Background: an optimization exercise with open tools, aiming at small area and a short achievable clock period. Do not read the settings as production practice. In this exercise RTL edits were held to simulation tests only and were not proved equivalent to the original.

--- flow/design.v ---
module alumux
#(
	parameter DATA_WIDTH = 32,
	parameter OP_WIDTH	 = 3
)
(
	input 				[  OP_WIDTH-1:0] 	op,
	input 		signed 	[DATA_WIDTH-1:0] 	op1,
	input 		signed 	[DATA_WIDTH-1:0] 	op2,
	input 		signed 	[DATA_WIDTH-1:0] 	sum,
	input 		signed 	[DATA_WIDTH-1:0] 	mul,
	input      								equ,	
	input									grt,
	input 				[DATA_WIDTH-1:0]	inv,
	output	reg	signed	[DATA_WIDTH-1:0]	out_mux
);
always @ (*) begin
	case (op)
		3'd0	: out_mux <= op2;
		3'd1 	: out_mux <= op1;
		3'd2 	: out_mux <= sum;
		3'd3 	: out_mux <= mul;
		3'd4 	: out_mux <= equ;
		3'd5 	: out_mux <= grt;
		3'd6 	: out_mux <= inv;
		default:  out_mux <= {DATA_WIDTH{1'd0}};
	endcase
end
endmodule
module alu
#(
	parameter DATA_WIDTH = 32,
	parameter OP_WIDTH   = 3
)
(
	input             [  OP_WIDTH-1:0] op,
	input      signed [DATA_WIDTH-1:0] in1, in2,
	output reg signed [DATA_WIDTH-1:0] out_alu
);
wire signed [DATA_WIDTH/2-1:0] pr1 = in1[DATA_WIDTH/2-1:0];
wire signed [DATA_WIDTH/2-1:0] pr2 = in2[DATA_WIDTH/2-1:0];
wire signed [DATA_WIDTH-1:0]   sum = in1+in2;
wire signed [DATA_WIDTH-1:0]   mul = pr1*pr2;
wire						   equ = (in1==in2);
wire						   grt = (in1<in2);
wire		[DATA_WIDTH-1:0]   inv = ~in2;
wire signed [DATA_WIDTH-1:0]  w_out_alu;
alumux #(.DATA_WIDTH(DATA_WIDTH), 
		 .OP_WIDTH(OP_WIDTH)) mux(.op(op),
		   						  .op1(in1),.op2(in2),
		   						  .sum(sum),.mul(mul),
		   						  .equ(equ),.grt(grt),
		   						  .inv(inv),
		   						  .out_mux(w_out_alu));
always @ (*) begin
	out_alu <= w_out_alu;
end
endmodule 
module instr_decoder
#(
	parameter DATA_WIDTH   = 32,
	parameter OPCODE_WIDTH = 4,
	parameter ALU_OP_WIDTH = 3
)
(
	input      		[OPCODE_WIDTH-1:0]	opcode,
	input signed	[  DATA_WIDTH-1:0] 	acc,
	output reg 		[ALU_OP_WIDTH-1:0] 	alu_op,
	output reg      					pc_load,
	output reg       					mem_wr,
	output reg 							data_sp_push,
	output reg  						data_sp_pop
);
wire nzero = acc != {DATA_WIDTH{1'b0}};
always @ (*) begin
	case (opcode)
		4'b0000:  begin                     
						alu_op 			<= 3'd0;
						pc_load  		<= 1'b0;
						mem_wr 			<= 1'b0;
						data_sp_push 	<= 1'b0;
						data_sp_pop 	<= 1'b0;
					end
		4'b0001:  begin                     
						alu_op 			<= 3'd1;
						pc_load  		<= 1'b0;
						mem_wr 			<= 1'b0;
						data_sp_push 	<= 1'b0;
						data_sp_pop 	<= 1'b0;						
					end					
		4'b0010:  begin                     
						alu_op 			<= 3'd0;
						pc_load  		<= 1'b0;
						mem_wr 			<= 1'b1;
						data_sp_push 	<= 1'b0;
						data_sp_pop 	<= 1'b0;						
					end				
		4'b0011:  begin                     
						alu_op 			<= 3'd2;
						pc_load  		<= 1'b0;
						mem_wr 			<= 1'b0;
						data_sp_push 	<= 1'b0;
						data_sp_pop 	<= 1'b0;			
					end										
		4'b0100:  begin                     
						alu_op 			<= 3'd3;
						pc_load  		<= 1'b0;
						mem_wr 			<= 1'b0;
						data_sp_push 	<= 1'b0;
						data_sp_pop 	<= 1'b0;						
					end					
		4'b0101:  begin                     
						alu_op 			<= 3'd0;
						pc_load  		<= nzero;
						mem_wr 			<= 1'b0;
						data_sp_push 	<= 1'b0;
						data_sp_pop 	<= 1'b0;						
					end				
		4'b0110:  begin                     
						alu_op 			<= 3'd0;
						pc_load  		<= !nzero;
						mem_wr 			<= 1'b0;
						data_sp_push 	<= 1'b0;
						data_sp_pop 	<= 1'b0;						
					end		
		4'b0111:  begin                     
						alu_op 			<= 3'd0;
						pc_load  		<= 1'b1;
						mem_wr 			<= 1'b0;
						data_sp_push 	<= 1'b0;
						data_sp_pop 	<= 1'b0;						
					end
		4'b1000:  begin                     
						alu_op 			<= 3'd0;
						pc_load  		<= 1'b0;
						mem_wr 			<= 1'b1;
						data_sp_push 	<= 1'b1;
						data_sp_pop 	<= 1'b0;						
					end					
		4'b1001:  begin                     
						alu_op 			<= 3'd1;
						pc_load  		<= 1'b0;
						mem_wr 			<= 1'b0;
						data_sp_push 	<= 1'b0;
						data_sp_pop 	<= 1'b1;						
					end		
		4'b1010:  begin                     
						alu_op 			<= 3'd2;
						pc_load  		<= 1'b0;
						mem_wr 			<= 1'b0;
						data_sp_push 	<= 1'b0;
						data_sp_pop 	<= 1'b1;						
					end
		4'b1011:  begin                     
						alu_op 			<= 3'd3;
						pc_load  		<= 1'b0;
						mem_wr 			<= 1'b0;
						data_sp_push 	<= 1'b0;
						data_sp_pop 	<= 1'b1;						
					end																							
		default:  begin                     
						alu_op 			<= 3'd0;
						pc_load  		<= 1'b0;
						mem_wr 			<= 1'b0;
						data_sp_push 	<= 1'b0;
						data_sp_pop 	<= 1'b0;				
					end					
	endcase
end
endmodule 
module pc
#(
	parameter INSADDR_WIDTH = 32
)
(
	input       			   clk, rst,
	input 		 			   load,
	input  [INSADDR_WIDTH-1:0] data,
	output [INSADDR_WIDTH-1:0] addr
);
reg [INSADDR_WIDTH-1:0] cnt;
always @ (posedge clk or posedge rst) begin
	if (rst)
		cnt <= 0;
	else
		cnt <= (load) ? data : cnt + {{INSADDR_WIDTH-1{1'b0}},{1'b1}};
end
assign addr = cnt;
endmodule 
module stack_pointer
#(
	parameter ADDR_WIDTH = 8
)
(
	input        			clk, rst,
	input        			push, pop,
	output [ADDR_WIDTH-1:0] addr
);
reg         [ADDR_WIDTH-1:0] cnt;
wire signed [ADDR_WIDTH-1:0] pm  = (push) ? -{{ADDR_WIDTH-1{1'b0}},{1'b1}} : {{ADDR_WIDTH{1'b0}},{1'b1}};
always @ (posedge clk or posedge rst) begin
	if (rst)
		cnt <= {ADDR_WIDTH{1'b1}};
	else if (push | pop)
		cnt <= cnt + pm;
end
assign addr = (push) ? cnt : cnt + pm;
endmodule 
module processor
#(
	parameter DATA_WIDTH 	= 32,						    
	parameter OPCODE_WIDTH 	= 4, 						    
	parameter ALU_OP_WIDTH  = 3,						    
	parameter DATAMEM_WIDTH = 8, 						    
	parameter INSADDR_WIDTH	= 8, 						    
	parameter INS_WIDTH		= OPCODE_WIDTH + DATAMEM_WIDTH  
)
(
	input          clk, rst,
	input          [	INS_WIDTH-1:0] 	instr,
	output         [INSADDR_WIDTH-1:0] 	instr_addr,
	output         mem_wr,
	output         [ DATAMEM_WIDTH-1:0]	mem_addr,
	input  signed  [	DATA_WIDTH-1:0] mem_data_in,
	output signed  [	DATA_WIDTH-1:0] mem_data_out
);
wire signed	[  DATA_WIDTH-1:0]	id_nzero = mem_data_out;
wire    	[ALU_OP_WIDTH-1:0] 	id_alu_op;
wire    						id_pc_load;
wire    						id_mem_wr;
wire  							id_data_sp_push;
wire  							id_data_sp_pop;	
instr_decoder #(.DATA_WIDTH(DATA_WIDTH), 
				.OPCODE_WIDTH(OPCODE_WIDTH), 
				.ALU_OP_WIDTH(ALU_OP_WIDTH)) id(.opcode(instr[INS_WIDTH-1:INS_WIDTH-OPCODE_WIDTH]), 
												.acc(id_nzero), 
												.alu_op(id_alu_op),
												.pc_load(id_pc_load), 
												.mem_wr(id_mem_wr),
												.data_sp_push(id_data_sp_push),
												.data_sp_pop(id_data_sp_pop));
wire signed [DATA_WIDTH-1:0] alu_in1 = mem_data_in;
wire signed [DATA_WIDTH-1:0] alu_in2;
wire signed [DATA_WIDTH-1:0] alu_out;
alu #(.DATA_WIDTH(DATA_WIDTH), 
	  .OP_WIDTH(ALU_OP_WIDTH)) alu(.op(id_alu_op), 
	  								.in1(alu_in1), 
									.in2(alu_in2), 
									.out_alu(alu_out));
reg signed [DATA_WIDTH-1:0] acc;
always @ (posedge clk or posedge rst) begin
	if (rst)
		acc <= 0;
	else
		acc <= alu_out;
end
assign alu_in2 = acc;
wire 					  pc_load = id_pc_load;
wire [INSADDR_WIDTH-1:0]  pc_data = instr[INSADDR_WIDTH-1:0];
pc #(.INSADDR_WIDTH(INSADDR_WIDTH)) pc(.clk(clk), 
								 	   .rst(rst), 
								 	   .load(pc_load), 
								 	   .data(pc_data), 
								 	   .addr(instr_addr));
wire       				 data_sp_push = id_data_sp_push;
wire       				 data_sp_pop  = id_data_sp_pop;
wire [DATAMEM_WIDTH-1:0] data_sp_addr;
stack_pointer #(.ADDR_WIDTH(DATAMEM_WIDTH)) data_sp(.clk(clk), 
													.rst(rst), 
					  								.push(data_sp_push), 
													.pop(data_sp_pop), 
					  								.addr(data_sp_addr));
wire 	pup_pop 		= data_sp_push | data_sp_pop;
assign 	mem_data_out 	= acc;
assign 	mem_addr    	= (pup_pop) ? data_sp_addr : instr[DATAMEM_WIDTH-1:0];
assign 	mem_wr       	= id_mem_wr;
endmodule 
--- flow/run.sh ---
#!/bin/bash
# synth_recipe.tcl (not shown) runs the flow's synth.tcl, then flattens the netlist and writes it again
# the make line also repeats each setting of config.mk as NAME=value (left out here)
make -C /OpenROAD-flow-scripts/flow DESIGN_CONFIG=/design/flow/config.mk WORK_HOME=/design/flow/orfs CLKGATE_MAP_FILE= SYNTH_SCRIPT=/design/flow/synth_recipe.tcl finish
--- flow/config.mk ---
export PLATFORM = sky130hd
export DESIGN_NAME = processor
export DESIGN_NICKNAME = processor
export VERILOG_FILES = /design/flow/design.v
export SDC_FILE = /design/flow/constraint.sdc
export NUM_CORES = 4
export LEC_CHECK = 0
export CAP_MARGIN = 20
export CORE_MARGIN = 2
export CORE_UTILIZATION = 40
export SLEW_MARGIN = 20
--- flow/constraint.sdc ---
create_clock -name core_clock -period 10.0 [get_ports {clk}]
set_input_delay 2.0000 -clock core_clock [delete_from_list [all_inputs] [get_ports {clk}]]
set_output_delay 2.0000 -clock core_clock [all_outputs]
set_load 0.01 [all_outputs]
==> notes.md <==
==> synthesized netlist by cell type, types with 6 or more instances <==
master	instances	area (sq um)
o211ai_1	9	67.6
and2_1	117	732
a21o_1	19	143
fa_1	264	5290
nand4_1	6	37.5
clkbuf_1	54	203
o21bai_1	12	90.1
o221ai_1	15	131
inv_1	318	1190
nand2_1	168	631
dfstp_2	8	210
nor3_1	15	75.1
o21a_1	21	158
nor2_1	67	251
ha_1	121	1510
dfrtp_1	40	1000
nand2b_1	11	68.8
nand3_1	13	65.1
xnor2_1	44	385
nor4_1	10	62.6
o21ai_1	6	30.0
a31oi_1	12	75.1
o21ai_0	79	395
xor2_1	35	307
a21oi_1	74	370
a211oi_1	7	52.6
==> cell usage in the layout, fill, tap and decap left out, drive strengths merged, types with 8 or more instances in the layout <==
cell / synthesis / layout
a211oi: 9 / 9
a21o: 21 / 21
a21oi: 76 / 76
a31oi: 12 / 12
and2: 118 / 118
buf: 3 / 20
clkdlybuf4s50: 0 / 94
dfrtp: 40 / 40
dfstp: 8 / 8
fa: 264 / 264
ha: 121 / 121
inv: 318 / 318
nand2: 168 / 168
nand2b: 11 / 11
nand3: 13 / 13
nor2: 67 / 67
nor3: 15 / 15
nor4: 10 / 10
o211ai: 9 / 9
o21a: 22 / 22
o21ai: 87 / 87
o21bai: 12 / 12
o221ai: 15 / 15
xnor2: 44 / 44
xor2: 35 / 35
==> cell type report <==
| type | instances | area [sq um] | share of cell area, % |
|---|---|---|---|
| Multi-Input combinational cell | 1181 | 11400 | 72.9 |
| Sequential cell | 48 | 1210 | 7.74 |
| Clock inverter | 2 | 38.8 | 0.248 |
| Inverter | 318 | 1190 | 7.62 |
| Tap cell | 455 | 569 | 3.64 |
| Timing Repair Buffer | 114 | 1090 | 6.97 |
| Clock buffer | 6 | 139 | 0.887 |
==> metrics by stage <==
step / utilization (%) / hold WS, ns / instance area (sq um)
final: 45.3 / 0.493 / 15700
after detailed placement: 44.8 / 0.487 / 15500
after floorplan: - / 0.467 / 14000
after global placement: 44.8 / 0.480 / 15500
after CTS: 45.3 / 0.497 / 15700
after global routing: 45.3 / 0.520 / 15700
==> registers in the layout, summed over array words and instances, names as in the netlist <==
register / cells
data_sp.cnt: 8
pc.cnt: 8
acc: 32
==> worst min-delay path, cell delays in order (launching register included) <==
cell,delay [ns]
dfstp_2,0.38
nand2_1,0.04
o21ai_0,0.07
==> metal layers <==
layer  GRT usage [%]  vias up
met3            1.91       51
met2            40.0      321
met4            4.59        0
li1                -     5198
met1            31.7     5728
met5               0        -
==> cell families after synthesis <==
family / share of synthesized area [%]
AOI/OAI and AO/OA: 13.3
xor gates and xnor gates: 4.93
adders and majority gates: 48.5
buffers and inverters: 10.1
DFF: 8.63
muxes: 0.0803
and+or+nand+nor: 14.6
==> how the worst min path moves through the flow <==
stage	start	to	depth (start not counted)
2_1_floorplan	data_sp.cnt[3]	data_sp.cnt[3]	2
3_3_place_gp	data_sp.cnt[6]	data_sp.cnt[6]	2
3_5_place_dp	data_sp.cnt[2]	data_sp.cnt[2]	2
4_1_cts	data_sp.cnt[2]	data_sp.cnt[2]	2
5_1_grt	data_sp.cnt[7]	data_sp.cnt[7]	1
6_report	data_sp.cnt[2]	data_sp.cnt[2]	2
==> flow_metrics.py <==
metrics = {
    "run_status": {
        "status": "no timing/DRC/antenna violations",
    },
    "die": {
        "rows": 68,
        "initial_utilization_pct": 40.6,
        "dieArea_sq_mm": 0.0366,
        "die_w_um": 191,
        "ios": 95,
        "core_sq_mm": 0.0345,
        "die_y_um": 191,
    },
    "yosys": {
        "syn-num-nets": 2035,
        "syn_inst": 1604,
        "synth.distinct_cells": 58,
        "synth_seq_cells": 48,
        "netlist_area_sq_mm": 0.0140,
        "syn_avg_cell_area_sq_um": 8.75,
        "yosys_warnings": 6,
        "synth_edf_count": 0,
        "ys.flop_type": "dfrtp_1",
        "ys_async_sr_fraction_pct": 100,
        "yosysSeqAreaShare_pct": 8.63,
    },
    "worst_setup_path": {
        "crit-reg2reg-launch": "acc[6]",
        "arrival_ns": 9.03,
        "cpMostUsedCell": "fa_1",
        "endpoint_kind": "flop",
        "cp.depth": 22,
        "path_buf_inv": 4,
        "timing.rr.end": "acc[31]",
        "slowest_delay_ns": 0.92,
        "critPathKind": "input port to flop",
        "cp_top_family": "adder cells",
        "path_cells": "clkdlybuf4s50_1 > nand2_1 > inv_1 > fa_1 > fa_1 > fa_1 > fa_1 > fa_1 > inv_1 > fa_1 > inv_1 > ha_1 > and4_1 > nand4_1 > nor2_1 > o211ai_1 > a31oi_1 > a21oi_1 > xnor2_1 > o21ai_2 > o21a_1 > o22a_1",
        "rrSetupSlack_ns": 2.87,
        "crit_path_end": "acc[31]",
        "cp-startpoint": "mem_data_in[15]",
        "cp.required_ns": 10.19,
        "startpoint_type": "input port",
        "path_max_fanout": 10,
        "crit_slowest_cell": "fa_1",
        "reg2regPathDepth": 21,
    },
    "place": {
        "dp_cells": 2116,
        "gp_congestion": 0.913,
        "numPortBuffers": 94,
        "hpwl_mm": 31.9,
        "pre_cts_ws_ns": 0.951,
    },
    "route": {
        "route.met2.wl_mm": 19.9,
        "top_signal_layer_used": "met4",
        "vias_per_cell": 5.32,
        "drt-pass1-iter-count": 5,
        "drt_iter0_drc": 672,
        "drc_errors": 0,
        "antenna_left": 0,
        "routed_wl_mm": 40.0,
        "routed-via-count": 11300,
        "wl_met1_mm": 17.5,
        "wl_met3_mm": 1.92,
        "wl_per_cell_um": 18.8,
    },
    "layout": {
        "drive_gt1_share_pct": 3.30,
        "nFillCells": 3489,
        "area_growth_pct": 11.6,
        "nets": 2099,
        "diodes": 0,
        "final_cells": 2124,
    },
    "clock_network": {
        "cts_resized": 0,
        "clock-sinks": 48,
        "htree_levels": 2,
        "cts_made_buffers": 5,
        "clk_latency_ns": 0.30,
        "clk_path_buf_depth": 2,
        "clk_pin_slew_ns": 0.07,
        "post_cts_buffers": 0,
        "tritoncts": "yes",
        "ctsHoldBuffers": 0,
        "cts-root-buf": "clkbuf_16",
    },
    "run": {
        "maxCapViolations": 0,
    },
    "timing": {
        "finalSetupViolations": 0,
        "grt_setup_unrepaired": "no",
        "report.final.slew_viol_count": 0,
        "period_share_pct": 88.4,
        "max_freq_mhz": 113,
        "hold_violations": 0,
        "relSlewSlack_pct": 33.3,
        "period_needed_ns": 8.84,
        "tightest_slew_ns": 1.00,
        "final.setup.worst_slack_ns": 1.16,
        "fin_skew_ns": 0.00409,
        "fin_tns_setup_ns": 0,
    },
    "global_routing": {
        "grt_max_degree": 49,
        "track_usage_pct": 23.1,
        "antenna_found_initial": 0,
        "grt_pass1_wl_mm": 65.7,
        "grt.overflow.total": 0,
        "first_global_vias": 12100,
    },
    "min_path": {
        "hold_class": "flop to flop",
    },
}

[separate check: timing with driven ports]
The flow's constraints put no driver on any port. The routed layout listed below was extracted and timed again, unchanged, in two steps. Step 1 assumes that a clkbuf_16 drives the clock port and a buf_2 every other input. Step 2, shift: input delay + t, output delay - t, t = (earliest + latest rising clock arrival at the registers) / 2. This alone moves slack from input paths to output paths. a / b / c = ideal / step 1 / step 2; a / b = the first two.
t (ns): 0.337
setup slack, ns: 1.163 / 1.143 / 0.806
worst hold slack (ns): 0.493 / 0.493 / 0.493
worst register clock-pin slew, ns: 0.07 / 0.07
pins driven straight from the clock port: 1
After both steps setup and hold are still met in this run. The setup slack of this run moves by -0.020 ns with the drivers and by -0.357 ns with both steps.
